Source: an optimization exercise on an open RTL-to-GDS flow (aim: small area). Production flows keep margins and buffers that such runs may drop. Function was checked by simulation only, so behaviour that the tests miss may differ from the original. Power is estimated from default activity; no workload was simulated.

==> design.v <==
module proc(clk, rst, imem_addr, imem_rdata, addr, data_out, dmem_be, dmem_we, dmem_rdata, io_en);
  input clk, rst;
  output wire [31:0] imem_addr;
  input  wire [31:0] imem_rdata;
  output wire [31:0] addr, data_out;
  output wire [3:0] dmem_be;
  output wire dmem_we;
  input  wire [31:0] dmem_rdata;
  output wire io_en;
  wire [31:0] ins = imem_rdata;
  wire [15:0] h = ins[15:0];
  reg  [31:1] pc_q;
  wire [31:0] pc = {pc_q, 1'b0};
  reg  [31:1] pop_q;
  reg  [3:0]  flags;               
  reg  [2:0]  st;                  
  reg  [15:0] plist;
  reg  [3:0]  rnum;
  reg  [31:0] r [0:14];
  wire c_ldst  = h[15:13] == 3'b011;
  wire c_lit   = h[15:11] == 5'b01001;
  wire c_push  = h[15:9]  == 7'b1011010;
  wire c_pop   = h[15:9]  == 7'b1011110;
  wire c_imm8  = h[15:13] == 3'b001;
  wire c_asreg = h[15:10] == 6'b000110;
  wire c_adr   = h[15:12] == 4'b1010;
  wire c_ldsp  = h[15:12] == 4'b1001;
  wire c_asimm = h[15:10] == 6'b000111;
  wire c_shift = (h[15:13] == 3'b000) & ~(h[12] & h[11]);
  wire c_dp    = h[15:10] == 6'b010000;
  wire c_bx    = h[15:8]  == 8'b01000111;
  wire c_spec  = (h[15:10] == 6'b010001) & ~(h[9] & h[8]);
  wire c_rev   = h[15:8]  == 8'b10111010;
  wire c_ext   = h[15:8]  == 8'b10110010;
  wire c_adjsp = h[15:8]  == 8'b10110000;
  wire c_b     = h[15:11] == 5'b11100;
  wire c_bc    = h[15:12] == 4'b1101;
  wire c_bl    = (ins[31:30] == 2'b11) & (h[15:11] == 5'b11110);
  wire c_pp    = c_push | c_pop;
  wire c_br    = c_b | c_bc | c_bl | c_bx;
  wire [3:0] dop = h[9:6];
  wire dp_and = c_dp & (dop == 4'b0000);
  wire dp_eor = c_dp & (dop == 4'b0001);
  wire dp_lsl = c_dp & (dop == 4'b0010);
  wire dp_lsr = c_dp & ((dop == 4'b0011) | (dop == 4'b0100));
  wire dp_adc = c_dp & (dop == 4'b0101);
  wire dp_rsb = c_dp & (dop == 4'b1001);
  wire dp_cmp = c_dp & (dop == 4'b1010);
  wire dp_orr = c_dp & (dop == 4'b1100);
  wire dp_sum = c_dp & ~(dp_and | dp_eor | dp_lsl | dp_lsr | dp_orr);
  wire sh_lsl = c_shift & (h[12:11] == 2'b00);
  wire sh_lsr = c_shift & (h[12:11] != 2'b00);
  wire spec_mov = c_spec & (h[9:8] == 2'b10);
  wire a_pc  = c_adr & ~h[11];                   
  wire a_inc = c_lit | c_b | c_bc | c_bl;        
  wire a_p1  = c_b | c_bc | c_bl;                
  wire spec_cmp = c_spec & (h[9:8] == 2'b01);
  wire imm8_mov = c_imm8 & (h[12:11] == 2'b00);
  localparam S_IDLE = 3'b000, S_INIT = 3'b001, S_SHIFT = 3'b010, S_DONE = 3'b011,
             S_STORE = 3'b100, S_DEC = 3'b110, S_INC = 3'b111;
  wire s_done  = st == S_DONE;
  wire s_store = st == S_STORE;
  wire s_decinc = st[2] & st[1];
  wire s_dec   = st == S_DEC;
  wire [15:0] rlist = c_push ? {1'b0, h[8], 6'b0, h[7:0]} :
                      c_pop  ? {h[8], 7'b0, h[7:0]} : 16'b0;
  wire [15:0] rlist_rev = c_pop ? {h[0], h[1], h[2], h[3], h[4], h[5], h[6], h[7], 7'b0, h[8]} : 16'b0;
  reg [2:0] st_n;
  always @(*) begin
    case (st)
      S_IDLE:  st_n = c_pp ? S_INIT : S_IDLE;
      S_INIT, S_SHIFT:
               st_n = (plist == 16'b0) ? S_DONE : ~plist[0] ? S_SHIFT : c_push ? S_DEC : S_STORE;
      S_DEC:   st_n = S_STORE;
      S_INC:   st_n = S_SHIFT;
      S_STORE: st_n = c_push ? S_SHIFT : S_INC;
      S_DONE:  st_n = S_IDLE;
      default: st_n = S_IDLE;
    endcase
  end
  always @(posedge clk) begin
    if (rst) st <= S_IDLE;
    else     st <= st_n;
  end
  always @(posedge clk) begin
    case (st)
      S_IDLE:  plist <= c_push ? rlist : rlist_rev;
      S_INIT:  plist <= rlist;
      S_SHIFT: plist <= {1'b0, plist[15:1]};
      default: plist <= plist;
    endcase
  end
  always @(posedge clk) begin
    if (!rst) begin
      case (st)
        S_IDLE:  rnum <= c_push ? 4'hf : 4'h0;
        S_INIT:  rnum <= 4'hf;
        S_SHIFT: rnum <= c_push ? rnum + 4'h1 : rnum - 4'h1;
        default: rnum <= rnum;
      endcase
    end
  end
  wire save_pc = s_store & (rnum == 4'hf) & ~c_push & (plist != 16'b0);
  wire stall = c_pp & ~s_done;
  reg [3:0] ra, rb;
  always @(*) begin
    if (dp_rsb | a_pc | a_inc)     ra = 4'hf;       
    else if (c_dp)                 ra = {1'b0, h[2:0]};
    else if (c_bx | c_spec)        ra = h[6:3];
    else if (c_imm8)               ra = {1'b0, h[10:8]};
    else if (c_adr | c_ldsp | c_adjsp | (c_pp & st[2])) ra = 4'd13;
    else if (c_ldst | c_asreg | c_asimm | c_shift | c_rev | c_ext) ra = {1'b0, h[5:3]};
    else                           ra = 4'd0;
  end
  always @(*) begin
    if (c_ldst)                    rb = {1'b0, h[2:0]};
    else if (c_asreg)              rb = {1'b0, h[8:6]};
    else if (c_dp)                 rb = {1'b0, h[5:3]};
    else if (c_spec & ~spec_mov)   rb = {h[7], h[2:0]};
    else if (c_ldsp)               rb = {1'b0, h[10:8]};
    else if (c_pp)                 rb = rnum;
    else                           rb = 4'd0;
  end
  wire [479:0] rflat;
  wire [14:0] sel0, sel1;
  genvar gr;
  generate for (gr = 0; gr < 15; gr = gr + 1) begin : RSEL
    assign rflat[gr*32 +: 32] = r[gr];
    assign sel0[gr] = ra == gr;
    assign sel1[gr] = rb == gr;
  end endgenerate
  wire [31:0] q0, q1;
  rf_rdport rp1 (.rr(rflat), .s(sel1), .q(q1));
  wire [31:2] inc;
  inc30 uinc (.a(pc[31:2]), .y(inc));
  rf_rdport_a rp0 (.rr(rflat), .s(sel0), .xa(a_pc), .da(pc[31:1]), .xb(a_inc), .db(inc),
                   .xc(a_p1), .q(q0));
  wire [31:0] opa = q0;
  wire b_reg = c_asreg | c_dp | c_spec | (~c_ldst & ~c_lit & ~c_pp & ~c_imm8 & ~c_adr & ~c_ldsp &
               ~c_asimm & ~c_shift & ~c_bx & ~c_rev & ~c_ext & ~c_adjsp & ~c_br);
  reg [31:0] bimm;
  always @(*) begin
    bimm = 32'b0;
    if (c_ldst)       bimm[6:2] = h[12] ? {2'b0, h[10:8]} : h[10:6];
    if (c_lit | c_adr | c_ldsp) bimm[9:2] = h[7:0];
    if (c_imm8 & ~imm8_mov) bimm[7:0] = h[7:0];
    if (c_asimm)      bimm[2:0] = h[8:6];
    if (c_shift)      bimm[4:0] = h[10:6];
    if (c_adjsp)      bimm[8:2] = h[6:0];
    if (c_pp & s_decinc) bimm[2] = 1'b1;
    if (c_b)          bimm = {{20{h[10]}}, h[10:0], 1'b0};
    if (c_bc)         bimm = {{23{h[7]}}, h[7:0], 1'b0};
    if (c_bl)         bimm = {{8{h[10]}}, ~(h[10] ^ ins[29]), ~(h[10] ^ ins[27]), h[9:0], ins[26:16], 1'b0};
  end
  wire [31:0] opb = b_reg ? q1 : bimm;
  wire sub = (c_imm8 & h[11]) | ((c_asreg | c_asimm) & h[9]) | dp_rsb | dp_cmp | spec_cmp |
             (c_adjsp & h[7]) | (c_pp & s_dec);
  wire cin = sub | (dp_adc & flags[1]);
  wire [31:0] bn = sub ? ~opb : opb;
  wire [31:0] sum, pg, gg;
  wire cout;
  padd uadd (.a(opa), .b(bn), .c(cin), .s(sum), .co(cout), .p(pg), .g(gg));
  wire shl = sh_lsl | dp_lsl;
  wire shr = sh_lsr | dp_lsr;
  wire [32:0] shz;                                  
  shl33 ushl (.q(q0), .rev(shr), .b(opb[4:0]), .z(shz));
  wire sh_big = opb[31:6] != 26'b0;
  wire sh_ok  = ~sh_big & ~opb[5];                  
  wire sh_c = ~sh_big & (opb[5] ? shz[0] : shz[32]);
  wire t_sum = c_ldst | c_lit | c_imm8 | c_asreg | c_adr | c_ldsp | c_asimm | dp_sum | c_spec |
               c_adjsp | c_pp | ~(c_ldst | c_lit | c_pp | c_imm8 | c_asreg | c_adr | c_ldsp | c_asimm |
               c_shift | c_dp | c_bx | c_spec | c_rev | c_ext | c_adjsp | c_b | c_bc | c_bl);
  wire t_shl = shl & sh_ok;
  wire t_shr = shr & sh_ok;
  wire t_g = dp_and | dp_orr;
  wire t_p = dp_eor | dp_orr;
  wire e_lo  = c_ext;                        
  wire e_mid = c_ext & ~h[6];                
  wire e_b   = c_ext & ~h[7] & h[6];         
  wire e_h   = c_ext & ~h[7] & ~h[6];        
  wire [31:0] alu_out;
  genvar gb;
  generate for (gb = 0; gb < 32; gb = gb + 1) begin : AO
    if (gb < 8) begin : L
      aor #(7) u (.d({sum[gb], gg[gb], pg[gb], shz[gb], shz[31-gb], q0[31-(gb/8)*8-7+(gb%8)], q0[gb]}),
                  .s({t_sum, t_g, t_p, t_shl, t_shr, c_rev, e_lo}), .y(alu_out[gb]));
    end else if (gb < 16) begin : M
      aor #(8) u (.d({sum[gb], gg[gb], pg[gb], shz[gb], shz[31-gb], q0[31-(gb/8)*8-7+(gb%8)], q0[gb], q0[7]}),
                  .s({t_sum, t_g, t_p, t_shl, t_shr, c_rev, e_mid, e_b}), .y(alu_out[gb]));
    end else begin : H
      aor #(8) u (.d({sum[gb], gg[gb], pg[gb], shz[gb], shz[31-gb], q0[31-(gb/8)*8-7+(gb%8)], q0[7], q0[15]}),
                  .s({t_sum, t_g, t_p, t_shl, t_shr, c_rev, e_b, e_h}), .y(alu_out[gb]));
    end
  end endgenerate
  assign addr = alu_out;
  assign data_out = q1;
  assign dmem_we = ((c_ldst | c_ldsp) & ~h[11]) | (c_push & s_store);
  assign dmem_be = (c_ldst & h[12]) ? (4'b0001 << h[7:6]) : 4'hf;
  assign io_en = (|alu_out[31:24]) & dmem_we;
  wire [1:0] bsel = (c_ldst & h[12]) ? h[7:6] : 2'b00;
  wire [3:0] bs = {4{~rst}} & {bsel == 2'd3, bsel == 2'd2, bsel == 2'd1, bsel == 2'd0};
  wire [31:0] dsh;
  genvar gd;
  generate for (gd = 0; gd < 32; gd = gd + 1) begin : DS
    if (gd < 8) begin : B0
      aor #(4) u (.d({dmem_rdata[gd+24], dmem_rdata[gd+16], dmem_rdata[gd+8], dmem_rdata[gd]}), .s(bs), .y(dsh[gd]));
    end else if (gd < 16) begin : B1
      aor #(3) u (.d({dmem_rdata[gd+16], dmem_rdata[gd+8], dmem_rdata[gd]}), .s(bs[2:0]), .y(dsh[gd]));
    end else if (gd < 24) begin : B2
      aor #(2) u (.d({dmem_rdata[gd+8], dmem_rdata[gd]}), .s(bs[1:0]), .y(dsh[gd]));
    end else begin : B3
      aor #(1) u (.d(dmem_rdata[gd]), .s(bs[0]), .y(dsh[gd]));
    end
  end endgenerate
  wire nr = ~rst;
  wire w_dmem = nr & (c_ldst | c_lit | c_ldsp | (c_pp & ~s_decinc));
  wire w_mov  = nr & spec_mov;
  wire w_imm8 = nr & imm8_mov;
  wire w_lr   = nr & c_bl;
  wire w_alu  = nr & ~(c_ldst | c_lit | c_ldsp | (c_pp & ~s_decinc) | spec_mov | imm8_mov | c_bl);
  wire [31:0] lr = {inc, pc[1], 1'b1};
  wire [31:0] wd;
  genvar gw;
  generate for (gw = 0; gw < 32; gw = gw + 1) begin : WD
    if (gw < 8) begin : L
      aor #(5) u (.d({alu_out[gw], dsh[gw], q0[gw], h[gw], lr[gw]}), .s({w_alu, w_dmem, w_mov, w_imm8, w_lr}), .y(wd[gw]));
    end else begin : H
      aor #(4) u (.d({alu_out[gw], dsh[gw], q0[gw], lr[gw]}), .s({w_alu, w_dmem, w_mov, w_lr}), .y(wd[gw]));
    end
  end endgenerate
  reg [3:0] rw;
  always @(*) begin
    if (c_ldst | c_asreg | c_asimm | c_shift | c_dp | c_rev | c_ext) rw = {1'b0, h[2:0]};
    else if (c_spec)                    rw = {h[7], h[2:0]};
    else if (c_adjsp | c_pp & s_decinc) rw = 4'd13;
    else if (c_bl)                      rw = 4'd14;
    else if (c_pp)                      rw = rnum;
    else                                rw = {1'b0, h[10:8]};
  end
  wire we = (c_ldst & h[11]) | c_lit | (c_imm8 & (h[12:11] != 2'b01)) | c_asreg | c_adr |
            (c_ldsp & h[11]) | c_asimm | c_shift | (c_dp & ~dp_cmp) | (c_spec & ~spec_cmp) |
            c_rev | c_ext | c_adjsp | c_bl | (c_pp & (s_decinc | (s_store & ~c_push)));
  genvar gi;
  generate for (gi = 0; gi < 15; gi = gi + 1) begin : RF
    wire en = rst | (we & (rw == gi));
    always @(posedge clk) if (en) r[gi] <= wd;
  end endgenerate
  wire uns = c_lit | c_ldsp;
  wire c_shcarry = shl;
  wire c_zero = shr | dp_and | dp_eor | dp_orr | c_rev | c_ext;
  wire ovf = sum[31] ? (~opa[31] & ~bn[31]) : (opa[31] & bn[31]);
  wire nf = c_br ? 1'b0 : uns ? cout : sum[31];
  wire zf = c_br ? 1'b1 : ~(|sum);
  wire cf = c_br ? 1'b0 : c_shcarry ? sh_c : c_zero ? 1'b0 : cout;
  wire vf = c_br ? 1'b0 : uns ? cout : ovf;
  wire fn = flags[3], fz = flags[2], fc = flags[1], fv = flags[0];
  reg taken;
  always @(*) begin
    case (h[11:8])
      4'h0: taken = fz;
      4'h1: taken = ~fz;
      4'h2: taken = fc;
      4'h3: taken = ~fc;
      4'h4: taken = fn;
      4'h5: taken = ~fn;
      4'h6: taken = fv;
      4'h7: taken = ~fv;
      4'h8: taken = fc & ~fz;
      4'h9: taken = ~fc | fz;
      4'ha: taken = fn == fv;
      4'hb: taken = fn != fv;
      4'hc: taken = ~fz & (fn == fv);
      4'hd: taken = fz & (fn != fv);
      default: taken = 1'b1;
    endcase
  end
  wire n_br  = nr & (c_bx | c_b | c_bl | (c_bc & taken));
  wire n_pop = nr & c_pop & h[8];
  wire n_seq = nr & ~(c_bx | c_b | c_bl | (c_bc & taken) | (c_pop & h[8]));
  wire n_inc = n_seq & pc[1];
  wire n_pc  = n_seq & ~pc[1];
  wire [31:1] npc;
  aor #(3) unpc1 (.d({sum[1], pop_q[1], 1'b1}), .s({n_br, n_pop, n_pc}), .y(npc[1]));
  genvar gp;
  generate for (gp = 2; gp < 32; gp = gp + 1) begin : NP
    aor #(4) u (.d({sum[gp], pop_q[gp], inc[gp], pc[gp]}), .s({n_br, n_pop, n_inc, n_pc}), .y(npc[gp]));
  end endgenerate
  always @(posedge clk) begin
    if (rst | ~stall) begin
      pc_q <= npc;
      flags <= {nf, zf, cf, vf} & {4{nr}};
    end
  end
  always @(posedge clk) begin
    if (rst | save_pc) pop_q <= dsh[31:1];
  end
  assign imem_addr = pc;
endmodule
module rf_rdport(rr, s, q);
  input [479:0] rr;
  input [14:0] s;
  output [31:0] q;
  genvar j, k;
  generate for (j = 0; j < 32; j = j + 1) begin : B
    wire [4:0] y;
    for (k = 0; k < 5; k = k + 1) begin : G
      rf_aoi222 u (.a1(rr[(3*k)*32+j]), .a2(s[3*k]), .b1(rr[(3*k+1)*32+j]), .b2(s[3*k+1]),
                   .c1(rr[(3*k+2)*32+j]), .c2(s[3*k+2]), .y(y[k]));
    end
    rf_nand5 n (.a(y[0]), .b(y[1]), .c(y[2]), .d(y[3]), .e(y[4]), .y(q[j]));
  end endgenerate
endmodule
module rf_aoi222(a1, a2, b1, b2, c1, c2, y);
  input a1, a2, b1, b2, c1, c2;
  output y;
  assign y = ~((a1 & a2) | (b1 & b2) | (c1 & c2));
endmodule
module rf_nand5(a, b, c, d, e, y);
  input a, b, c, d, e;
  output y;
  assign y = ~(a & b & c & d & e);
endmodule
module aor #(parameter N = 3) (d, s, y);
  input [N-1:0] d, s;
  output y;
  localparam N3 = N / 3;
  localparam R = N % 3;
  localparam G = N3 + R;
  genvar k;
  generate
    if (N == 1) begin : A1
      g_and2 u (.a(d[0]), .b(s[0]), .y(y));
    end else if (N == 2) begin : A2
      g_ao22 u (.a1(d[0]), .a2(s[0]), .b1(d[1]), .b2(s[1]), .y(y));
    end else begin : AN
      wire [G-1:0] gy;
      for (k = 0; k < N3; k = k + 1) begin : T
        rf_aoi222 u (.a1(d[3*k]), .a2(s[3*k]), .b1(d[3*k+1]), .b2(s[3*k+1]), .c1(d[3*k+2]), .c2(s[3*k+2]), .y(gy[k]));
      end
      for (k = 0; k < R; k = k + 1) begin : P
        g_nand2 u (.a(d[3*N3+k]), .b(s[3*N3+k]), .y(gy[N3+k]));
      end
      g_nandn #(G) un (.a(gy), .y(y));
    end
  endgenerate
endmodule
module g_and2(a, b, y);
  input a, b;
  output y;
  assign y = a & b;
endmodule
module g_ao22(a1, a2, b1, b2, y);
  input a1, a2, b1, b2;
  output y;
  assign y = (a1 & a2) | (b1 & b2);
endmodule
module g_nand2(a, b, y);
  input a, b;
  output y;
  assign y = ~(a & b);
endmodule
module g_nandn #(parameter G = 2) (a, y);
  input [G-1:0] a;
  output y;
  assign y = ~(&a);
endmodule
module inc30(a, y);
  input [29:0] a;
  output [29:0] y;
  wire [30:0] c;
  assign c[0] = 1'b1;
  genvar i;
  generate for (i = 0; i < 30; i = i + 1) begin : H
    assign y[i] = a[i] ^ c[i];
    assign c[i+1] = a[i] & c[i];
  end endgenerate
endmodule
module padd(a, b, c, s, co, p, g);
  input [31:0] a, b;
  input c;
  output [31:0] s, p, g;
  output co;
  assign p = a ^ b;
  assign g = a & b;
  wire G0_0 = g[0] | (p[0] & c);
  wire G1_1 = g[1];
  wire P1_1 = p[1];
  wire G2_2 = g[2];
  wire P2_2 = p[2];
  wire G3_3 = g[3];
  wire P3_3 = p[3];
  wire G4_4 = g[4];
  wire P4_4 = p[4];
  wire G5_5 = g[5];
  wire P5_5 = p[5];
  wire G6_6 = g[6];
  wire P6_6 = p[6];
  wire G7_7 = g[7];
  wire P7_7 = p[7];
  wire G8_8 = g[8];
  wire P8_8 = p[8];
  wire G9_9 = g[9];
  wire P9_9 = p[9];
  wire G10_10 = g[10];
  wire P10_10 = p[10];
  wire G11_11 = g[11];
  wire P11_11 = p[11];
  wire G12_12 = g[12];
  wire P12_12 = p[12];
  wire G13_13 = g[13];
  wire P13_13 = p[13];
  wire G14_14 = g[14];
  wire P14_14 = p[14];
  wire G15_15 = g[15];
  wire P15_15 = p[15];
  wire G16_16 = g[16];
  wire P16_16 = p[16];
  wire G17_17 = g[17];
  wire P17_17 = p[17];
  wire G18_18 = g[18];
  wire P18_18 = p[18];
  wire G19_19 = g[19];
  wire P19_19 = p[19];
  wire G20_20 = g[20];
  wire P20_20 = p[20];
  wire G21_21 = g[21];
  wire P21_21 = p[21];
  wire G22_22 = g[22];
  wire P22_22 = p[22];
  wire G23_23 = g[23];
  wire P23_23 = p[23];
  wire G24_24 = g[24];
  wire P24_24 = p[24];
  wire G25_25 = g[25];
  wire P25_25 = p[25];
  wire G26_26 = g[26];
  wire P26_26 = p[26];
  wire G27_27 = g[27];
  wire P27_27 = p[27];
  wire G28_28 = g[28];
  wire P28_28 = p[28];
  wire G29_29 = g[29];
  wire P29_29 = p[29];
  wire G30_30 = g[30];
  wire P30_30 = p[30];
  wire G31_31 = g[31];
  wire P31_31 = p[31];
  wire G1_0 = G1_1 | (P1_1 & G0_0);
  wire G3_2 = G3_3 | (P3_3 & G2_2);
  wire P3_2 = P3_3 & P2_2;
  wire G5_4 = G5_5 | (P5_5 & G4_4);
  wire P5_4 = P5_5 & P4_4;
  wire G7_6 = G7_7 | (P7_7 & G6_6);
  wire P7_6 = P7_7 & P6_6;
  wire G9_8 = G9_9 | (P9_9 & G8_8);
  wire P9_8 = P9_9 & P8_8;
  wire G11_10 = G11_11 | (P11_11 & G10_10);
  wire P11_10 = P11_11 & P10_10;
  wire G13_12 = G13_13 | (P13_13 & G12_12);
  wire P13_12 = P13_13 & P12_12;
  wire G15_14 = G15_15 | (P15_15 & G14_14);
  wire P15_14 = P15_15 & P14_14;
  wire G17_16 = G17_17 | (P17_17 & G16_16);
  wire P17_16 = P17_17 & P16_16;
  wire G19_18 = G19_19 | (P19_19 & G18_18);
  wire P19_18 = P19_19 & P18_18;
  wire G21_20 = G21_21 | (P21_21 & G20_20);
  wire P21_20 = P21_21 & P20_20;
  wire G23_22 = G23_23 | (P23_23 & G22_22);
  wire P23_22 = P23_23 & P22_22;
  wire G25_24 = G25_25 | (P25_25 & G24_24);
  wire P25_24 = P25_25 & P24_24;
  wire G27_26 = G27_27 | (P27_27 & G26_26);
  wire P27_26 = P27_27 & P26_26;
  wire G29_28 = G29_29 | (P29_29 & G28_28);
  wire P29_28 = P29_29 & P28_28;
  wire G31_30 = G31_31 | (P31_31 & G30_30);
  wire P31_30 = P31_31 & P30_30;
  wire G3_0 = G3_2 | (P3_2 & G1_0);
  wire G7_4 = G7_6 | (P7_6 & G5_4);
  wire P7_4 = P7_6 & P5_4;
  wire G11_8 = G11_10 | (P11_10 & G9_8);
  wire P11_8 = P11_10 & P9_8;
  wire G15_12 = G15_14 | (P15_14 & G13_12);
  wire P15_12 = P15_14 & P13_12;
  wire G19_16 = G19_18 | (P19_18 & G17_16);
  wire P19_16 = P19_18 & P17_16;
  wire G23_20 = G23_22 | (P23_22 & G21_20);
  wire P23_20 = P23_22 & P21_20;
  wire G27_24 = G27_26 | (P27_26 & G25_24);
  wire P27_24 = P27_26 & P25_24;
  wire G31_28 = G31_30 | (P31_30 & G29_28);
  wire P31_28 = P31_30 & P29_28;
  wire G7_0 = G7_4 | (P7_4 & G3_0);
  wire G15_8 = G15_12 | (P15_12 & G11_8);
  wire P15_8 = P15_12 & P11_8;
  wire G23_16 = G23_20 | (P23_20 & G19_16);
  wire P23_16 = P23_20 & P19_16;
  wire G31_24 = G31_28 | (P31_28 & G27_24);
  wire P31_24 = P31_28 & P27_24;
  wire G15_0 = G15_8 | (P15_8 & G7_0);
  wire G31_16 = G31_24 | (P31_24 & G23_16);
  wire P31_16 = P31_24 & P23_16;
  wire G31_0 = G31_16 | (P31_16 & G15_0);
  wire G23_0 = G23_16 | (P23_16 & G15_0);
  wire G11_0 = G11_8 | (P11_8 & G7_0);
  wire G19_0 = G19_16 | (P19_16 & G15_0);
  wire G27_0 = G27_24 | (P27_24 & G23_0);
  wire G5_0 = G5_4 | (P5_4 & G3_0);
  wire G9_0 = G9_8 | (P9_8 & G7_0);
  wire G13_0 = G13_12 | (P13_12 & G11_0);
  wire G17_0 = G17_16 | (P17_16 & G15_0);
  wire G21_0 = G21_20 | (P21_20 & G19_0);
  wire G25_0 = G25_24 | (P25_24 & G23_0);
  wire G29_0 = G29_28 | (P29_28 & G27_0);
  wire G2_0 = G2_2 | (P2_2 & G1_0);
  wire G4_0 = G4_4 | (P4_4 & G3_0);
  wire G6_0 = G6_6 | (P6_6 & G5_0);
  wire G8_0 = G8_8 | (P8_8 & G7_0);
  wire G10_0 = G10_10 | (P10_10 & G9_0);
  wire G12_0 = G12_12 | (P12_12 & G11_0);
  wire G14_0 = G14_14 | (P14_14 & G13_0);
  wire G16_0 = G16_16 | (P16_16 & G15_0);
  wire G18_0 = G18_18 | (P18_18 & G17_0);
  wire G20_0 = G20_20 | (P20_20 & G19_0);
  wire G22_0 = G22_22 | (P22_22 & G21_0);
  wire G24_0 = G24_24 | (P24_24 & G23_0);
  wire G26_0 = G26_26 | (P26_26 & G25_0);
  wire G28_0 = G28_28 | (P28_28 & G27_0);
  wire G30_0 = G30_30 | (P30_30 & G29_0);
  assign s[0] = p[0] ^ c;
  assign s[1] = p[1] ^ G0_0;
  assign s[2] = p[2] ^ G1_0;
  assign s[3] = p[3] ^ G2_0;
  assign s[4] = p[4] ^ G3_0;
  assign s[5] = p[5] ^ G4_0;
  assign s[6] = p[6] ^ G5_0;
  assign s[7] = p[7] ^ G6_0;
  assign s[8] = p[8] ^ G7_0;
  assign s[9] = p[9] ^ G8_0;
  assign s[10] = p[10] ^ G9_0;
  assign s[11] = p[11] ^ G10_0;
  assign s[12] = p[12] ^ G11_0;
  assign s[13] = p[13] ^ G12_0;
  assign s[14] = p[14] ^ G13_0;
  assign s[15] = p[15] ^ G14_0;
  assign s[16] = p[16] ^ G15_0;
  assign s[17] = p[17] ^ G16_0;
  assign s[18] = p[18] ^ G17_0;
  assign s[19] = p[19] ^ G18_0;
  assign s[20] = p[20] ^ G19_0;
  assign s[21] = p[21] ^ G20_0;
  assign s[22] = p[22] ^ G21_0;
  assign s[23] = p[23] ^ G22_0;
  assign s[24] = p[24] ^ G23_0;
  assign s[25] = p[25] ^ G24_0;
  assign s[26] = p[26] ^ G25_0;
  assign s[27] = p[27] ^ G26_0;
  assign s[28] = p[28] ^ G27_0;
  assign s[29] = p[29] ^ G28_0;
  assign s[30] = p[30] ^ G29_0;
  assign s[31] = p[31] ^ G30_0;
  assign co = G31_0;
endmodule
module shl33(q, rev, b, z);
  input [31:0] q;
  input rev;
  input [4:0] b;
  output [32:0] z;
  wire [4:0] nb = ~b;
  wire [31:0] t0;   
  g_mux2i m0_0 (.a0(q[0]), .a1(q[31]), .s(rev), .y(t0[0]));
  g_mux2i m0_1 (.a0(q[1]), .a1(q[30]), .s(rev), .y(t0[1]));
  g_mux2i m0_2 (.a0(q[2]), .a1(q[29]), .s(rev), .y(t0[2]));
  g_mux2i m0_3 (.a0(q[3]), .a1(q[28]), .s(rev), .y(t0[3]));
  g_mux2i m0_4 (.a0(q[4]), .a1(q[27]), .s(rev), .y(t0[4]));
  g_mux2i m0_5 (.a0(q[5]), .a1(q[26]), .s(rev), .y(t0[5]));
  g_mux2i m0_6 (.a0(q[6]), .a1(q[25]), .s(rev), .y(t0[6]));
  g_mux2i m0_7 (.a0(q[7]), .a1(q[24]), .s(rev), .y(t0[7]));
  g_mux2i m0_8 (.a0(q[8]), .a1(q[23]), .s(rev), .y(t0[8]));
  g_mux2i m0_9 (.a0(q[9]), .a1(q[22]), .s(rev), .y(t0[9]));
  g_mux2i m0_10 (.a0(q[10]), .a1(q[21]), .s(rev), .y(t0[10]));
  g_mux2i m0_11 (.a0(q[11]), .a1(q[20]), .s(rev), .y(t0[11]));
  g_mux2i m0_12 (.a0(q[12]), .a1(q[19]), .s(rev), .y(t0[12]));
  g_mux2i m0_13 (.a0(q[13]), .a1(q[18]), .s(rev), .y(t0[13]));
  g_mux2i m0_14 (.a0(q[14]), .a1(q[17]), .s(rev), .y(t0[14]));
  g_mux2i m0_15 (.a0(q[15]), .a1(q[16]), .s(rev), .y(t0[15]));
  g_mux2i m0_16 (.a0(q[16]), .a1(q[15]), .s(rev), .y(t0[16]));
  g_mux2i m0_17 (.a0(q[17]), .a1(q[14]), .s(rev), .y(t0[17]));
  g_mux2i m0_18 (.a0(q[18]), .a1(q[13]), .s(rev), .y(t0[18]));
  g_mux2i m0_19 (.a0(q[19]), .a1(q[12]), .s(rev), .y(t0[19]));
  g_mux2i m0_20 (.a0(q[20]), .a1(q[11]), .s(rev), .y(t0[20]));
  g_mux2i m0_21 (.a0(q[21]), .a1(q[10]), .s(rev), .y(t0[21]));
  g_mux2i m0_22 (.a0(q[22]), .a1(q[9]), .s(rev), .y(t0[22]));
  g_mux2i m0_23 (.a0(q[23]), .a1(q[8]), .s(rev), .y(t0[23]));
  g_mux2i m0_24 (.a0(q[24]), .a1(q[7]), .s(rev), .y(t0[24]));
  g_mux2i m0_25 (.a0(q[25]), .a1(q[6]), .s(rev), .y(t0[25]));
  g_mux2i m0_26 (.a0(q[26]), .a1(q[5]), .s(rev), .y(t0[26]));
  g_mux2i m0_27 (.a0(q[27]), .a1(q[4]), .s(rev), .y(t0[27]));
  g_mux2i m0_28 (.a0(q[28]), .a1(q[3]), .s(rev), .y(t0[28]));
  g_mux2i m0_29 (.a0(q[29]), .a1(q[2]), .s(rev), .y(t0[29]));
  g_mux2i m0_30 (.a0(q[30]), .a1(q[1]), .s(rev), .y(t0[30]));
  g_mux2i m0_31 (.a0(q[31]), .a1(q[0]), .s(rev), .y(t0[31]));
  wire [32:0] t1;   
  g_nor2 s0_0 (.a(b[0]), .b(t0[0]), .y(t1[0]));
  g_mux2i s0_1 (.a0(t0[1]), .a1(t0[0]), .s(b[0]), .y(t1[1]));
  g_mux2i s0_2 (.a0(t0[2]), .a1(t0[1]), .s(b[0]), .y(t1[2]));
  g_mux2i s0_3 (.a0(t0[3]), .a1(t0[2]), .s(b[0]), .y(t1[3]));
  g_mux2i s0_4 (.a0(t0[4]), .a1(t0[3]), .s(b[0]), .y(t1[4]));
  g_mux2i s0_5 (.a0(t0[5]), .a1(t0[4]), .s(b[0]), .y(t1[5]));
  g_mux2i s0_6 (.a0(t0[6]), .a1(t0[5]), .s(b[0]), .y(t1[6]));
  g_mux2i s0_7 (.a0(t0[7]), .a1(t0[6]), .s(b[0]), .y(t1[7]));
  g_mux2i s0_8 (.a0(t0[8]), .a1(t0[7]), .s(b[0]), .y(t1[8]));
  g_mux2i s0_9 (.a0(t0[9]), .a1(t0[8]), .s(b[0]), .y(t1[9]));
  g_mux2i s0_10 (.a0(t0[10]), .a1(t0[9]), .s(b[0]), .y(t1[10]));
  g_mux2i s0_11 (.a0(t0[11]), .a1(t0[10]), .s(b[0]), .y(t1[11]));
  g_mux2i s0_12 (.a0(t0[12]), .a1(t0[11]), .s(b[0]), .y(t1[12]));
  g_mux2i s0_13 (.a0(t0[13]), .a1(t0[12]), .s(b[0]), .y(t1[13]));
  g_mux2i s0_14 (.a0(t0[14]), .a1(t0[13]), .s(b[0]), .y(t1[14]));
  g_mux2i s0_15 (.a0(t0[15]), .a1(t0[14]), .s(b[0]), .y(t1[15]));
  g_mux2i s0_16 (.a0(t0[16]), .a1(t0[15]), .s(b[0]), .y(t1[16]));
  g_mux2i s0_17 (.a0(t0[17]), .a1(t0[16]), .s(b[0]), .y(t1[17]));
  g_mux2i s0_18 (.a0(t0[18]), .a1(t0[17]), .s(b[0]), .y(t1[18]));
  g_mux2i s0_19 (.a0(t0[19]), .a1(t0[18]), .s(b[0]), .y(t1[19]));
  g_mux2i s0_20 (.a0(t0[20]), .a1(t0[19]), .s(b[0]), .y(t1[20]));
  g_mux2i s0_21 (.a0(t0[21]), .a1(t0[20]), .s(b[0]), .y(t1[21]));
  g_mux2i s0_22 (.a0(t0[22]), .a1(t0[21]), .s(b[0]), .y(t1[22]));
  g_mux2i s0_23 (.a0(t0[23]), .a1(t0[22]), .s(b[0]), .y(t1[23]));
  g_mux2i s0_24 (.a0(t0[24]), .a1(t0[23]), .s(b[0]), .y(t1[24]));
  g_mux2i s0_25 (.a0(t0[25]), .a1(t0[24]), .s(b[0]), .y(t1[25]));
  g_mux2i s0_26 (.a0(t0[26]), .a1(t0[25]), .s(b[0]), .y(t1[26]));
  g_mux2i s0_27 (.a0(t0[27]), .a1(t0[26]), .s(b[0]), .y(t1[27]));
  g_mux2i s0_28 (.a0(t0[28]), .a1(t0[27]), .s(b[0]), .y(t1[28]));
  g_mux2i s0_29 (.a0(t0[29]), .a1(t0[28]), .s(b[0]), .y(t1[29]));
  g_mux2i s0_30 (.a0(t0[30]), .a1(t0[29]), .s(b[0]), .y(t1[30]));
  g_mux2i s0_31 (.a0(t0[31]), .a1(t0[30]), .s(b[0]), .y(t1[31]));
  g_nor2 s0_32 (.a(nb[0]), .b(t0[31]), .y(t1[32]));
  wire [32:0] t2;   
  g_nand2 s1_0 (.a(nb[1]), .b(t1[0]), .y(t2[0]));
  g_nand2 s1_1 (.a(nb[1]), .b(t1[1]), .y(t2[1]));
  g_mux2i s1_2 (.a0(t1[2]), .a1(t1[0]), .s(b[1]), .y(t2[2]));
  g_mux2i s1_3 (.a0(t1[3]), .a1(t1[1]), .s(b[1]), .y(t2[3]));
  g_mux2i s1_4 (.a0(t1[4]), .a1(t1[2]), .s(b[1]), .y(t2[4]));
  g_mux2i s1_5 (.a0(t1[5]), .a1(t1[3]), .s(b[1]), .y(t2[5]));
  g_mux2i s1_6 (.a0(t1[6]), .a1(t1[4]), .s(b[1]), .y(t2[6]));
  g_mux2i s1_7 (.a0(t1[7]), .a1(t1[5]), .s(b[1]), .y(t2[7]));
  g_mux2i s1_8 (.a0(t1[8]), .a1(t1[6]), .s(b[1]), .y(t2[8]));
  g_mux2i s1_9 (.a0(t1[9]), .a1(t1[7]), .s(b[1]), .y(t2[9]));
  g_mux2i s1_10 (.a0(t1[10]), .a1(t1[8]), .s(b[1]), .y(t2[10]));
  g_mux2i s1_11 (.a0(t1[11]), .a1(t1[9]), .s(b[1]), .y(t2[11]));
  g_mux2i s1_12 (.a0(t1[12]), .a1(t1[10]), .s(b[1]), .y(t2[12]));
  g_mux2i s1_13 (.a0(t1[13]), .a1(t1[11]), .s(b[1]), .y(t2[13]));
  g_mux2i s1_14 (.a0(t1[14]), .a1(t1[12]), .s(b[1]), .y(t2[14]));
  g_mux2i s1_15 (.a0(t1[15]), .a1(t1[13]), .s(b[1]), .y(t2[15]));
  g_mux2i s1_16 (.a0(t1[16]), .a1(t1[14]), .s(b[1]), .y(t2[16]));
  g_mux2i s1_17 (.a0(t1[17]), .a1(t1[15]), .s(b[1]), .y(t2[17]));
  g_mux2i s1_18 (.a0(t1[18]), .a1(t1[16]), .s(b[1]), .y(t2[18]));
  g_mux2i s1_19 (.a0(t1[19]), .a1(t1[17]), .s(b[1]), .y(t2[19]));
  g_mux2i s1_20 (.a0(t1[20]), .a1(t1[18]), .s(b[1]), .y(t2[20]));
  g_mux2i s1_21 (.a0(t1[21]), .a1(t1[19]), .s(b[1]), .y(t2[21]));
  g_mux2i s1_22 (.a0(t1[22]), .a1(t1[20]), .s(b[1]), .y(t2[22]));
  g_mux2i s1_23 (.a0(t1[23]), .a1(t1[21]), .s(b[1]), .y(t2[23]));
  g_mux2i s1_24 (.a0(t1[24]), .a1(t1[22]), .s(b[1]), .y(t2[24]));
  g_mux2i s1_25 (.a0(t1[25]), .a1(t1[23]), .s(b[1]), .y(t2[25]));
  g_mux2i s1_26 (.a0(t1[26]), .a1(t1[24]), .s(b[1]), .y(t2[26]));
  g_mux2i s1_27 (.a0(t1[27]), .a1(t1[25]), .s(b[1]), .y(t2[27]));
  g_mux2i s1_28 (.a0(t1[28]), .a1(t1[26]), .s(b[1]), .y(t2[28]));
  g_mux2i s1_29 (.a0(t1[29]), .a1(t1[27]), .s(b[1]), .y(t2[29]));
  g_mux2i s1_30 (.a0(t1[30]), .a1(t1[28]), .s(b[1]), .y(t2[30]));
  g_mux2i s1_31 (.a0(t1[31]), .a1(t1[29]), .s(b[1]), .y(t2[31]));
  g_mux2i s1_32 (.a0(t1[32]), .a1(t1[30]), .s(b[1]), .y(t2[32]));
  wire [32:0] t3;   
  g_nor2 s2_0 (.a(b[2]), .b(t2[0]), .y(t3[0]));
  g_nor2 s2_1 (.a(b[2]), .b(t2[1]), .y(t3[1]));
  g_nor2 s2_2 (.a(b[2]), .b(t2[2]), .y(t3[2]));
  g_nor2 s2_3 (.a(b[2]), .b(t2[3]), .y(t3[3]));
  g_mux2i s2_4 (.a0(t2[4]), .a1(t2[0]), .s(b[2]), .y(t3[4]));
  g_mux2i s2_5 (.a0(t2[5]), .a1(t2[1]), .s(b[2]), .y(t3[5]));
  g_mux2i s2_6 (.a0(t2[6]), .a1(t2[2]), .s(b[2]), .y(t3[6]));
  g_mux2i s2_7 (.a0(t2[7]), .a1(t2[3]), .s(b[2]), .y(t3[7]));
  g_mux2i s2_8 (.a0(t2[8]), .a1(t2[4]), .s(b[2]), .y(t3[8]));
  g_mux2i s2_9 (.a0(t2[9]), .a1(t2[5]), .s(b[2]), .y(t3[9]));
  g_mux2i s2_10 (.a0(t2[10]), .a1(t2[6]), .s(b[2]), .y(t3[10]));
  g_mux2i s2_11 (.a0(t2[11]), .a1(t2[7]), .s(b[2]), .y(t3[11]));
  g_mux2i s2_12 (.a0(t2[12]), .a1(t2[8]), .s(b[2]), .y(t3[12]));
  g_mux2i s2_13 (.a0(t2[13]), .a1(t2[9]), .s(b[2]), .y(t3[13]));
  g_mux2i s2_14 (.a0(t2[14]), .a1(t2[10]), .s(b[2]), .y(t3[14]));
  g_mux2i s2_15 (.a0(t2[15]), .a1(t2[11]), .s(b[2]), .y(t3[15]));
  g_mux2i s2_16 (.a0(t2[16]), .a1(t2[12]), .s(b[2]), .y(t3[16]));
  g_mux2i s2_17 (.a0(t2[17]), .a1(t2[13]), .s(b[2]), .y(t3[17]));
  g_mux2i s2_18 (.a0(t2[18]), .a1(t2[14]), .s(b[2]), .y(t3[18]));
  g_mux2i s2_19 (.a0(t2[19]), .a1(t2[15]), .s(b[2]), .y(t3[19]));
  g_mux2i s2_20 (.a0(t2[20]), .a1(t2[16]), .s(b[2]), .y(t3[20]));
  g_mux2i s2_21 (.a0(t2[21]), .a1(t2[17]), .s(b[2]), .y(t3[21]));
  g_mux2i s2_22 (.a0(t2[22]), .a1(t2[18]), .s(b[2]), .y(t3[22]));
  g_mux2i s2_23 (.a0(t2[23]), .a1(t2[19]), .s(b[2]), .y(t3[23]));
  g_mux2i s2_24 (.a0(t2[24]), .a1(t2[20]), .s(b[2]), .y(t3[24]));
  g_mux2i s2_25 (.a0(t2[25]), .a1(t2[21]), .s(b[2]), .y(t3[25]));
  g_mux2i s2_26 (.a0(t2[26]), .a1(t2[22]), .s(b[2]), .y(t3[26]));
  g_mux2i s2_27 (.a0(t2[27]), .a1(t2[23]), .s(b[2]), .y(t3[27]));
  g_mux2i s2_28 (.a0(t2[28]), .a1(t2[24]), .s(b[2]), .y(t3[28]));
  g_mux2i s2_29 (.a0(t2[29]), .a1(t2[25]), .s(b[2]), .y(t3[29]));
  g_mux2i s2_30 (.a0(t2[30]), .a1(t2[26]), .s(b[2]), .y(t3[30]));
  g_mux2i s2_31 (.a0(t2[31]), .a1(t2[27]), .s(b[2]), .y(t3[31]));
  g_mux2i s2_32 (.a0(t2[32]), .a1(t2[28]), .s(b[2]), .y(t3[32]));
  wire [32:0] t4;   
  g_nand2 s3_0 (.a(nb[3]), .b(t3[0]), .y(t4[0]));
  g_nand2 s3_1 (.a(nb[3]), .b(t3[1]), .y(t4[1]));
  g_nand2 s3_2 (.a(nb[3]), .b(t3[2]), .y(t4[2]));
  g_nand2 s3_3 (.a(nb[3]), .b(t3[3]), .y(t4[3]));
  g_nand2 s3_4 (.a(nb[3]), .b(t3[4]), .y(t4[4]));
  g_nand2 s3_5 (.a(nb[3]), .b(t3[5]), .y(t4[5]));
  g_nand2 s3_6 (.a(nb[3]), .b(t3[6]), .y(t4[6]));
  g_nand2 s3_7 (.a(nb[3]), .b(t3[7]), .y(t4[7]));
  g_mux2i s3_8 (.a0(t3[8]), .a1(t3[0]), .s(b[3]), .y(t4[8]));
  g_mux2i s3_9 (.a0(t3[9]), .a1(t3[1]), .s(b[3]), .y(t4[9]));
  g_mux2i s3_10 (.a0(t3[10]), .a1(t3[2]), .s(b[3]), .y(t4[10]));
  g_mux2i s3_11 (.a0(t3[11]), .a1(t3[3]), .s(b[3]), .y(t4[11]));
  g_mux2i s3_12 (.a0(t3[12]), .a1(t3[4]), .s(b[3]), .y(t4[12]));
  g_mux2i s3_13 (.a0(t3[13]), .a1(t3[5]), .s(b[3]), .y(t4[13]));
  g_mux2i s3_14 (.a0(t3[14]), .a1(t3[6]), .s(b[3]), .y(t4[14]));
  g_mux2i s3_15 (.a0(t3[15]), .a1(t3[7]), .s(b[3]), .y(t4[15]));
  g_mux2i s3_16 (.a0(t3[16]), .a1(t3[8]), .s(b[3]), .y(t4[16]));
  g_mux2i s3_17 (.a0(t3[17]), .a1(t3[9]), .s(b[3]), .y(t4[17]));
  g_mux2i s3_18 (.a0(t3[18]), .a1(t3[10]), .s(b[3]), .y(t4[18]));
  g_mux2i s3_19 (.a0(t3[19]), .a1(t3[11]), .s(b[3]), .y(t4[19]));
  g_mux2i s3_20 (.a0(t3[20]), .a1(t3[12]), .s(b[3]), .y(t4[20]));
  g_mux2i s3_21 (.a0(t3[21]), .a1(t3[13]), .s(b[3]), .y(t4[21]));
  g_mux2i s3_22 (.a0(t3[22]), .a1(t3[14]), .s(b[3]), .y(t4[22]));
  g_mux2i s3_23 (.a0(t3[23]), .a1(t3[15]), .s(b[3]), .y(t4[23]));
  g_mux2i s3_24 (.a0(t3[24]), .a1(t3[16]), .s(b[3]), .y(t4[24]));
  g_mux2i s3_25 (.a0(t3[25]), .a1(t3[17]), .s(b[3]), .y(t4[25]));
  g_mux2i s3_26 (.a0(t3[26]), .a1(t3[18]), .s(b[3]), .y(t4[26]));
  g_mux2i s3_27 (.a0(t3[27]), .a1(t3[19]), .s(b[3]), .y(t4[27]));
  g_mux2i s3_28 (.a0(t3[28]), .a1(t3[20]), .s(b[3]), .y(t4[28]));
  g_mux2i s3_29 (.a0(t3[29]), .a1(t3[21]), .s(b[3]), .y(t4[29]));
  g_mux2i s3_30 (.a0(t3[30]), .a1(t3[22]), .s(b[3]), .y(t4[30]));
  g_mux2i s3_31 (.a0(t3[31]), .a1(t3[23]), .s(b[3]), .y(t4[31]));
  g_mux2i s3_32 (.a0(t3[32]), .a1(t3[24]), .s(b[3]), .y(t4[32]));
  wire [32:0] t5;   
  g_nor2 s4_0 (.a(b[4]), .b(t4[0]), .y(t5[0]));
  g_nor2 s4_1 (.a(b[4]), .b(t4[1]), .y(t5[1]));
  g_nor2 s4_2 (.a(b[4]), .b(t4[2]), .y(t5[2]));
  g_nor2 s4_3 (.a(b[4]), .b(t4[3]), .y(t5[3]));
  g_nor2 s4_4 (.a(b[4]), .b(t4[4]), .y(t5[4]));
  g_nor2 s4_5 (.a(b[4]), .b(t4[5]), .y(t5[5]));
  g_nor2 s4_6 (.a(b[4]), .b(t4[6]), .y(t5[6]));
  g_nor2 s4_7 (.a(b[4]), .b(t4[7]), .y(t5[7]));
  g_nor2 s4_8 (.a(b[4]), .b(t4[8]), .y(t5[8]));
  g_nor2 s4_9 (.a(b[4]), .b(t4[9]), .y(t5[9]));
  g_nor2 s4_10 (.a(b[4]), .b(t4[10]), .y(t5[10]));
  g_nor2 s4_11 (.a(b[4]), .b(t4[11]), .y(t5[11]));
  g_nor2 s4_12 (.a(b[4]), .b(t4[12]), .y(t5[12]));
  g_nor2 s4_13 (.a(b[4]), .b(t4[13]), .y(t5[13]));
  g_nor2 s4_14 (.a(b[4]), .b(t4[14]), .y(t5[14]));
  g_nor2 s4_15 (.a(b[4]), .b(t4[15]), .y(t5[15]));
  g_mux2i s4_16 (.a0(t4[16]), .a1(t4[0]), .s(b[4]), .y(t5[16]));
  g_mux2i s4_17 (.a0(t4[17]), .a1(t4[1]), .s(b[4]), .y(t5[17]));
  g_mux2i s4_18 (.a0(t4[18]), .a1(t4[2]), .s(b[4]), .y(t5[18]));
  g_mux2i s4_19 (.a0(t4[19]), .a1(t4[3]), .s(b[4]), .y(t5[19]));
  g_mux2i s4_20 (.a0(t4[20]), .a1(t4[4]), .s(b[4]), .y(t5[20]));
  g_mux2i s4_21 (.a0(t4[21]), .a1(t4[5]), .s(b[4]), .y(t5[21]));
  g_mux2i s4_22 (.a0(t4[22]), .a1(t4[6]), .s(b[4]), .y(t5[22]));
  g_mux2i s4_23 (.a0(t4[23]), .a1(t4[7]), .s(b[4]), .y(t5[23]));
  g_mux2i s4_24 (.a0(t4[24]), .a1(t4[8]), .s(b[4]), .y(t5[24]));
  g_mux2i s4_25 (.a0(t4[25]), .a1(t4[9]), .s(b[4]), .y(t5[25]));
  g_mux2i s4_26 (.a0(t4[26]), .a1(t4[10]), .s(b[4]), .y(t5[26]));
  g_mux2i s4_27 (.a0(t4[27]), .a1(t4[11]), .s(b[4]), .y(t5[27]));
  g_mux2i s4_28 (.a0(t4[28]), .a1(t4[12]), .s(b[4]), .y(t5[28]));
  g_mux2i s4_29 (.a0(t4[29]), .a1(t4[13]), .s(b[4]), .y(t5[29]));
  g_mux2i s4_30 (.a0(t4[30]), .a1(t4[14]), .s(b[4]), .y(t5[30]));
  g_mux2i s4_31 (.a0(t4[31]), .a1(t4[15]), .s(b[4]), .y(t5[31]));
  g_mux2i s4_32 (.a0(t4[32]), .a1(t4[16]), .s(b[4]), .y(t5[32]));
  assign z = t5;
endmodule
module g_mux2i(a0, a1, s, y);
  input a0, a1, s;
  output y;
  assign y = ~(s ? a1 : a0);
endmodule
module g_nor2(a, b, y);
  input a, b;
  output y;
  assign y = ~(a | b);
endmodule
module rf_rdport_a(rr, s, xa, da, xb, db, xc, q);
  input [479:0] rr;
  input [14:0] s;
  input xa, xb, xc;
  input [31:1] da;
  input [31:2] db;
  output [31:0] q;
  wire xac = xa | xc;
  genvar j, k;
  generate for (j = 0; j < 32; j = j + 1) begin : B
    wire [4:0] y;
    for (k = 0; k < 5; k = k + 1) begin : G
      rf_aoi222 u (.a1(rr[(3*k)*32+j]), .a2(s[3*k]), .b1(rr[(3*k+1)*32+j]), .b2(s[3*k+1]),
                   .c1(rr[(3*k+2)*32+j]), .c2(s[3*k+2]), .y(y[k]));
    end
    if (j == 0) begin : N0
      rf_nand5 n (.a(y[0]), .b(y[1]), .c(y[2]), .d(y[3]), .e(y[4]), .y(q[j]));
    end else if (j == 1) begin : N1
      rf_nand5o1 n (.a(y[0]), .b(y[1]), .c(y[2]), .d(y[3]), .e(y[4]), .f1(xac), .f2(da[1]), .y(q[j]));
    end else begin : N2
      rf_nand5o2 n (.a(y[0]), .b(y[1]), .c(y[2]), .d(y[3]), .e(y[4]), .f1(xa), .f2(da[j]),
                    .g1(xb), .g2(db[j]), .y(q[j]));
    end
  end endgenerate
endmodule
module rf_nand5o1(a, b, c, d, e, f1, f2, y);
  input a, b, c, d, e, f1, f2;
  output y;
  assign y = ~(a & b & c & d & e) | (f1 & f2);
endmodule
module rf_nand5o2(a, b, c, d, e, f1, f2, g1, g2, y);
  input a, b, c, d, e, f1, f2, g1, g2;
  output y;
  assign y = ~(a & b & c & d & e) | (f1 & f2) | (g1 & g2);
endmodule
==> flow/run.sh <==
#!/bin/bash
# The standard ORFS layout with two changes: the port buffers use a small buffer cell
# (sky130_fd_sc_hd__buf_1) instead of the default delay-buffer choice, and clock tree synthesis
# runs without dummy loads (same clock buffer list and clustering as config.mk).
set -euo pipefail
CTS="-sink_clustering_enable -repair_clock_nets -dont_use_dummy_load"
CTS="$CTS -buf_list sky130_fd_sc_hd__clkbuf_16 -sink_clustering_size 24 -sink_clustering_max_diameter 80"
bash standard.sh BUFFER_PORTS_ARGS="-buffer_cell sky130_fd_sc_hd__buf_1" CTS_ARGS="$CTS" finish > standard_flow.log 2>&1
==> standard.sh <==
#!/bin/bash
# synth_recipe.tcl (not shown) runs the flow's synth.tcl, then flattens the netlist and writes it again
# the make line also repeats each setting of config.mk as NAME=value (left out here)
make -C /OpenROAD-flow-scripts/flow DESIGN_CONFIG=/design/flow/config.mk WORK_HOME=/design/flow/orfs CLKGATE_MAP_FILE= SYNTH_SCRIPT=/design/flow/synth_recipe.tcl "${@:-finish}"
==> config.mk <==
export PLATFORM = sky130hd
export DESIGN_NAME = proc
export DESIGN_NICKNAME = proc
export VERILOG_FILES = /design/flow/design.v
export SDC_FILE = /design/flow/constraint.sdc
export NUM_CORES = 4
export LEC_CHECK = 0
export CAP_MARGIN = 10
export CORE_MARGIN = 2
export CORE_UTILIZATION = 45
export CTS_BUF_LIST = sky130_fd_sc_hd__clkbuf_16
export CTS_CLUSTER_DIAMETER = 80
export CTS_CLUSTER_SIZE = 24
export SLEW_MARGIN = 10
export SYNTH_HIERARCHICAL = 1
==> constraint.sdc <==
create_clock -name core_clock -period 22.0 [get_ports {clk}]
set_input_delay 4.4000 -clock core_clock [delete_from_list [all_inputs] [get_ports {clk}]]
set_output_delay 4.4000 -clock core_clock [all_outputs]
set_load 0.01 [all_outputs]
==> results of run 1 <==
Yosys stat by module (local to each module, per instance), excerpt:
module,cells inside,flops+latches,copies in the design,area (um2)
g_and2,1,0,8,6.26
g_ao22,1,0,8,8.76
g_mux2i,1,0,165,10.0
g_nand2,1,0,144,3.75
g_nor2,1,0,22,3.75
inc30,30,0,1,363
rf_aoi222,1,0,463,10.0
rf_nand5,2,0,33,11.3
rf_nand5o1,3,0,1,16.3
rf_nand5o2,4,0,30,23.8
rf_rdport_a,1,0,1,6.26
shl33,3,0,1,11.3
worst max path at each step:
stage,from,endpoint,slack (ns),cells after the start
after global routing,imem_rdata[12],io_en,3.54,28
after floorplan,imem_rdata[15],io_en,5.68,27
after global placement,imem_rdata[11],io_en,4.17,28
after CTS,imem_rdata[11],io_en,4.06,28
final,imem_rdata[12],io_en,3.61,28
after detailed placement,imem_rdata[11],io_en,4.08,28
sequential cells by signal, indices dropped and copies added, names as in the netlist:
register,flops
rnum,4
st,3
flags,4
pop_q,31
pc_q,31
r,480
plist,16
cells in the final DEF (no fill, tap or decap), drive strengths merged, types with 7 or more instances in the layout:
master | Yosys | routed
nor4 | 23 | 23
edfxtp | 566 | 566
a21oi | 53 | 53
a221oi | 12 | 12
xnor2 | 34 | 34
a221o | 9 | 9
a222oi | 469 | 469
mux2i | 174 | 174
buf | 19 | 253
a21o | 17 | 17
xor2 | 25 | 25
and3 | 39 | 39
ha | 62 | 62
or2 | 9 | 9
fa | 18 | 18
or3 | 33 | 33
nand2 | 297 | 297
nor3 | 25 | 25
o21ai | 35 | 35
a31oi | 7 | 7
inv | 43 | 43
nor2 | 102 | 102
and2 | 16 | 16
nand2b | 18 | 18
nand3 | 95 | 95
a22o | 51 | 51
a31o | 12 | 12
nor2b | 19 | 19
clkbuf | 37 | 36
a211oi | 10 | 10
nand4 | 36 | 36
cell type report:
cell class	count	area, um2	area share
flip-flops and latches	569	17100	0.491
multi-input cells	1803	14200	0.409
repair buffers	254	1290	0.0371
well taps	931	1160	0.0335
clock buffers	35	876	0.0252
inverters	43	161	0.00465
critical path, delay by kind of cell:
kind / cells / cell delay [ns]
compound gates: 11 / 3.68
xor+xnor: 2 / 0.89
fa+ha+maj: 2 / 0.84
buf+inv: 4 / 1.18
simple gates: 9 / 2.95
cell families (layout without fill, tap and decap cells):
| kind of cell | count (synthesis) | after routing | share of synthesized area |
|---|---|---|---|
| AO/OA/AOI/OAI | 742 | 742 | 0.215 |
| XOR/XNOR | 59 | 59 | 0.0165 |
| adder cells (fa/ha/maj) | 80 | 80 | 0.0364 |
| buffers and inverters | 99 | 332 | 0.0129 |
| flip-flops | 569 | 569 | 0.546 |
| multiplexers | 178 | 178 | 0.0572 |
| other | 2 | 3 | 0.000240 |
| AND/OR/NAND/NOR | 741 | 741 | 0.115 |
report_power, final:
group	switching (mW)	leakage (nW)	internal (mW)	total (mW)
Combinational	1.11	6.08	0.399	1.51
Clock	0.347	0.431	0.284	0.631
Sequential	0.132	5.95	1.54	1.67
Total	1.59	12.5	2.22	3.81
metal layers:
| layer | vias up | global-route usage | wire length (um) |
|---|---|---|---|
| met1 | 14200 | 0.553 | 55700 |
| li1 | 11400 | - | - |
| met5 | - | 0 | 31 |
| met3 | 486 | 0.135 | 24000 |
| met2 | 2869 | 0.592 | 62800 |
| met4 | 6 | 0.253 | 10800 |
==> results.sh, run 1 <==
export IMPL_ant_nets=0
export IMPL_cp_slowest_stage_delay_ns=0.94
export IMPL_fin_hold_ws_ns=0.547
export IMPL_syn_inst=2470
export IMPL_syn_area_per_cell_um2=12.6
export IMPL_drc=0
export IMPL_end_kind="output pin"
export IMPL_pre_cts_ws_ns=4.08
export IMPL_hold_path_class="flop to flop"
export IMPL_dp_hpwl_um=96700
export IMPL_synth_cell_types=90
export IMPL_async_flop_share=0
export IMPL_period_minus_slack_ns=18.39
export IMPL_drt_initial_drc_count=7384
export IMPL_syn_to_final_growth_pct=11.3
export IMPL_die_y_um=267
export IMPL_antenna_found_initial=6
export IMPL_netlist_area_um2=31200
export IMPL_cts_sinks=569
export IMPL_min_path_cells=2
export IMPL_nFillCells=6164
export IMPL_start_kind="input port"
export IMPL_drt_total_wl_um=153000
export IMPL_synth_top_cell_by_area="edfxtp_1"
export IMPL_setup_viol=0
export IMPL_fin_area_um2=34700
export IMPL_nNetsFinal=2852
export IMPL_ys_seq_elements=569
export IMPL_via_count=28900
export IMPL_routedWlPerCell_um=42.2
export IMPL_worstHoldEndpoint="pc_q[1]"
export IMPL_grt_max_degree=38
export IMPL_die_w_um=267
export IMPL_synth_flop_cell="edfxtp_1"
export IMPL_drive_above_1_share=0.0851
export IMPL_p_per_area_nw_per_um2=110
export IMPL_final_util=0.506
export IMPL_max_slew_margin=0.189
export IMPL_status="no timing/DRC/antenna violations"
export IMPL_cts_resized=0
export IMPL_port_buffer_count=165
export IMPL_path_class="input port to output pin"
export IMPL_synth_most_common_cell="edfxtp_1"
export IMPL_grtUsageTotal=0.417
export IMPL_cap_violations=0
export IMPL_grt_pass1_wl_um=208000
export IMPL_finalHoldViolations=0
export IMPL_die_area_um2=71500
export IMPL_clk_insertion_delay_late_ns=0.60
export IMPL_core_um2=68700
export IMPL_hold_path_startpoint="pop_q[1]"
export IMPL_grt_overflow_total=0
export IMPL_num_rows=96
export IMPL_routabilityCongestion=1.09
export IMPL_dpl_cell_area_um2=33900
export IMPL_cts_tree="done"
export IMPL_worstPathMaxFanout=34
export IMPL_final_setup_tns_ns=0
export IMPL_cp_slowest_cell="a221o_2"
export IMPL_stdcell_count=3635
export IMPL_ys_seq_area_frac=0.546
export IMPL_power_mw=3.81
export IMPL_slew_viol_final=0
export IMPL_worst_pin_slew_ns=1.22
export IMPL_start_util=0.455
export IMPL_grt_setup_unrepaired="false"
export IMPL_n_antenna_cell=0
export IMPL_viasPerCell=7.96
export IMPL_io_pins=168
export IMPL_arrival_ns=13.99
export IMPL_reg2reg_depth=39
export IMPL_yosys_warnings=8
export IMPL_cts_setup_buffers=0
export IMPL_path_clk_slew_ns=0.10
export IMPL_r2r_slack_ns=11.31
export IMPL_worst_slack_ns=3.61
export IMPL_worstPathRequired_ns=17.60
export IMPL_clk_path_buf_depth=3
export IMPL_ir_worst_vdd_v=0.0000640
export IMPL_dr_pass1_iters=14
export IMPL_cts_buffers=35
export IMPL_fin_crit_sh=0.836
export IMPL_power_leakage_nw=12.5
export IMPL_place_inst=3600
export IMPL_yosys_area_top_type_share=0.544
export IMPL_grt_pass1_vias=27300
export IMPL_cts_root_buf="clkbuf_16"
export IMPL_fin_skew_ns=0.0979
export IMPL_max_freq_mhz=54.4
export IMPL_reg2reg_from="pc_q[2]"
export IMPL_postCtsHoldBufs=0
export IMPL_synth_edf_count=566
export IMPL_synth_area_leaders="edfxtp_1 (54%), a222oi_1 (15%), mux2i_1 (5.6%)"
export IMPL_yosys_top_cells_count="edfxtp_1 (566), a222oi_1 (469), nand2_1 (297)"
export IMPL_cts_max_level=2
export IMPL_r2r_end="r[7][2]"
==> run 2: changes to the inputs <==
--- a/flow/run.sh
+++ b/flow/run.sh
@@ -5,4 +5,4 @@
 set -euo pipefail
 CTS="-sink_clustering_enable -repair_clock_nets -dont_use_dummy_load"
-CTS="$CTS -buf_list sky130_fd_sc_hd__clkbuf_16 -sink_clustering_size 24 -sink_clustering_max_diameter 80"
+CTS="$CTS -buf_list sky130_fd_sc_hd__clkbuf_16 -sink_clustering_size 28 -sink_clustering_max_diameter 100"
 bash standard.sh BUFFER_PORTS_ARGS="-buffer_cell sky130_fd_sc_hd__buf_1" CTS_ARGS="$CTS" finish > standard_flow.log 2>&1
--- a/config.mk
+++ b/config.mk
@@ -10,6 +10,6 @@
 export CORE_UTILIZATION = 45
 export CTS_BUF_LIST = sky130_fd_sc_hd__clkbuf_16
-export CTS_CLUSTER_DIAMETER = 80
-export CTS_CLUSTER_SIZE = 24
+export CTS_CLUSTER_DIAMETER = 100
+export CTS_CLUSTER_SIZE = 28
 export SLEW_MARGIN = 10
 export SYNTH_HIERARCHICAL = 1
==> run 2 against run 1 <==
Against the previous run: combinational power about the same; utilization down 0.35 points; maximum frequency up 0.66%; cell count down 0.22%; worst setup slack better by 0.12 ns; register-to-register slack about the same; clock skew down 0.053 ns; largest cell class unchanged; highest routed layer unchanged.
==> results.sh, run 2 <==
export IMPL_status="no timing/DRC/antenna violations"
export IMPL_path_buf_inv=4
export IMPL_ant_nets=0
export IMPL_dpl_cell_area_um2=33900
export IMPL_antenna_found_initial=3
export IMPL_core_um2=68700
export IMPL_port_buffer_count=165
export IMPL_drive_above_1_share=0.0820
export IMPL_via_count=28900
export IMPL_viasPerCell=7.98
export IMPL_arrival_ns=13.86
export IMPL_clk_insertion_delay_late_ns=0.62
export IMPL_fin_skew_ns=0.0446
export IMPL_ys_seq_area_frac=0.546
export IMPL_regMostFlops="r"
export IMPL_mostFrequentLayoutCells="edfxtp_1 (566), a222oi_1 (469), nand2_1 (296)"
export IMPL_r2r_end="r[3][2]"
export IMPL_start_util=0.455
export IMPL_synth_cell_types=90
export IMPL_hold_path_class="flop to flop"
export IMPL_io_pins=168
export IMPL_setup_viol=0
export IMPL_largest_reg_flops=480
export IMPL_postCtsHoldBufs=0
export IMPL_cts_max_level=1
export IMPL_syn_area_per_cell_um2=12.6
export IMPL_power_leakage_nw=12.3
export IMPL_syn_inst=2470
export IMPL_grtUsageTotal=0.415
export IMPL_critical_path_top_delay_family="compound AO/OA/AOI/OAI gates"
export IMPL_cts_sinks=569
export IMPL_yosys_top_cells_count="edfxtp_1 (566), a222oi_1 (469), nand2_1 (297)"
export IMPL_reg_largest_list="r: 480 flops, pc_q: 31 flops, pop_q: 31 flops"
export IMPL_drc=0
export IMPL_final_setup_tns_ns=0
export IMPL_die_y_um=267
export IMPL_dp_hpwl_um=96700
export IMPL_slew_viol_final=0
export IMPL_drt_initial_drc_count=7636
export IMPL_finalHoldViolations=0
export IMPL_die_area_um2=71500
export IMPL_max_slew_margin=0.243
export IMPL_drt_total_wl_um=153000
export IMPL_grt_max_degree=38
export IMPL_netlist_area_um2=31200
export IMPL_synth_edf_count=566
export IMPL_end_kind="output pin"
export IMPL_synth_area_leaders="edfxtp_1 (54%), a222oi_1 (15%), mux2i_1 (5.6%)"
export IMPL_grt_pass1_wl_um=208000
export IMPL_cts_buffers=25
export IMPL_async_flop_share=0
export IMPL_die_w_um=267
export IMPL_cts_root_buf="clkbuf_16"
export IMPL_r2r_slack_ns=11.30
export IMPL_worstPathMaxFanout=34
export IMPL_num_rows=96
export IMPL_worst_slack_ns=3.74
export IMPL_reg2reg_depth=39
export IMPL_routabilityCongestion=1.09
export IMPL_reg2reg_from="pc_q[2]"
export IMPL_dr_pass1_iters=13
export IMPL_cp_depth=28
export IMPL_worstPathRequired_ns=17.60
export IMPL_routedWlPerCell_um=42.2
export IMPL_cts_resized=0
export IMPL_pre_cts_ws_ns=4.08
export IMPL_nNetsFinal=2843
export IMPL_synth_top_cell_by_area="edfxtp_1"
export IMPL_cts_tree="done"
export IMPL_cp_slowest_stage_delay_ns=0.93
export IMPL_max_freq_mhz=54.7
export IMPL_path_clk_slew_ns=0.11
export IMPL_power_mw=3.70
export IMPL_cts_setup_buffers=0
export IMPL_synth_flop_cell="edfxtp_1"
export IMPL_grt_overflow_total=0
export IMPL_grt_setup_unrepaired="false"
export IMPL_cap_violations=0
export IMPL_start_kind="input port"
export IMPL_ir_worst_vdd_v=0.0000678
export IMPL_grt_pass1_vias=27100
export IMPL_final_common_cell="edfxtp_1"
export IMPL_yosys_area_top_type_share=0.544
export IMPL_period_minus_slack_ns=18.26
export IMPL_syn_to_final_growth_pct=10.5
export IMPL_p_per_area_nw_per_um2=107
export IMPL_fin_crit_sh=0.830
export IMPL_clk_path_buf_depth=3
export IMPL_fin_area_um2=34500
export IMPL_synth_most_common_cell="edfxtp_1"
export IMPL_cp_slowest_cell="a221o_2"
export IMPL_crit_start="imem_rdata[12]"
export IMPL_path_class="input port to output pin"
export IMPL_yosys_warnings=8
export IMPL_endpoint="io_en"
export IMPL_ys_seq_elements=569
export IMPL_worst_pin_slew_ns=1.12
-- run 2: cell counts after synthesis --
Identical to the previous run, type by type.
-- run 2: worst min path at each step --
| stage | cells past startpoint | start | endpoint | slack [ns] |
|---|---|---|---|---|
| 3_3_place_gp | 2 | pop_q[1] | pc_q[1] | 0.52 |
| 3_5_place_dp | 2 | pop_q[1] | pc_q[1] | 0.53 |
| 6_report | 2 | pop_q[1] | pc_q[1] | 0.55 |
| 2_1_floorplan | 2 | pop_q[1] | pc_q[1] | 0.50 |
| 5_1_grt | 2 | pop_q[21] | pc_q[21] | 0.58 |
| 4_1_cts | 2 | pop_q[1] | pc_q[1] | 0.55 |
-- run 2: routing by layer --
layer	GRT usage	vias to the layer above	part of all wire
met4	0.260	4	0.074
met3	0.120	496	0.15
met2	0.592	2787	0.41
li1	-	11300	-
met5	0	-	0.00018
met1	0.556	14300	0.36
-- run 2: report_power, final --
part	internal, mW	switching (mW)
sequential	1.53	0.131
clock	0.204	0.326
combinational	0.400	1.11
total	2.14	1.57
-- run 2: logic make-up (layout without fill, tap and decap cells) --
family / Yosys count / count (layout) / synth area share
simple gates: 741 / 741 / 0.115
buf+inv: 99 / 323 / 0.0129
xor+xnor: 59 / 59 / 0.0165
mux: 178 / 178 / 0.0572
flops: 569 / 569 / 0.546
compound gates: 742 / 742 / 0.215
fa+ha+maj: 80 / 80 / 0.0364
other cells: 2 / 4 / 0.000240
-- run 2: tightest hold or removal path: cells and delay by family, from the launching register on --
family | cells | cell delay [ns]
buf+inv | 1 | 0.05
flops | 1 | 0.34
compound gates | 1 | 0.06
-- run 2: per-module statistics from Yosys, one instance, submodules excluded, excerpt --
module       cells  times used
rf_rdport_a      1           1
padd           145           1
g_nand2          1         144
g_mux2i          1         165
g_nor2           1          22
g_ao22           1           8
rf_nand5o2       4          30
rf_aoi222        1         463
shl33            3           1
rf_nand5o1       3           1
rf_nand5         2          33
proc          1181           1
g_and2           1           8
inc30           30           1
-- run 2: through the flow --
stage | std cells | utilization | hold WS (ns)
finish | 3627 | 0.502 | 0.555
CTS | 3625 | 0.502 | 0.554
floorplan | 2471 | - | 0.505
global placement | 3600 | 0.493 | 0.518
global route | 3626 | 0.502 | 0.577
detailed placement | 3600 | 0.493 | 0.526
-- run 2: final cells by class --
class                           count  area, um2
Fill cell                        6172      34200
Sequential cell                   569      17100
Multi-Input combinational cell   1803      14200
Timing Repair Buffer              255       1290
Tap cell                          931       1160
Clock buffer                       25        626
Inverter                           43        161
Antenna cell                        1       2.50

static timing again, ports no longer ideal:
No port has a modelled driver above. Below, the same layouts with a new extraction and two added sets of constraints. Step 1 sets driving cells, clkbuf_16 on the clock port and buf_2 on the other inputs (assumed; they add their load-dependent delay and slew). Step 2 times the ports against the registers' clock, not the clock port: input delays grow and output delays shrink by t, the midpoint of the rising clock arrivals with the driver on. a / b / c = no drivers / after step 1 / after step 2; a / b = the first two.
run	t, ns	slack for setup (ns)	worst setup path after step 2
run 1	0.619	3.615 / 3.586 / 3.586	input to output
run 2	0.665	3.735 / 3.707 / 3.707	input to output
After both steps every run listed still meets setup and hold. For run 1, which loses most, drivers alone change the setup slack by -0.029 ns; drivers and shift together by -0.029 ns.
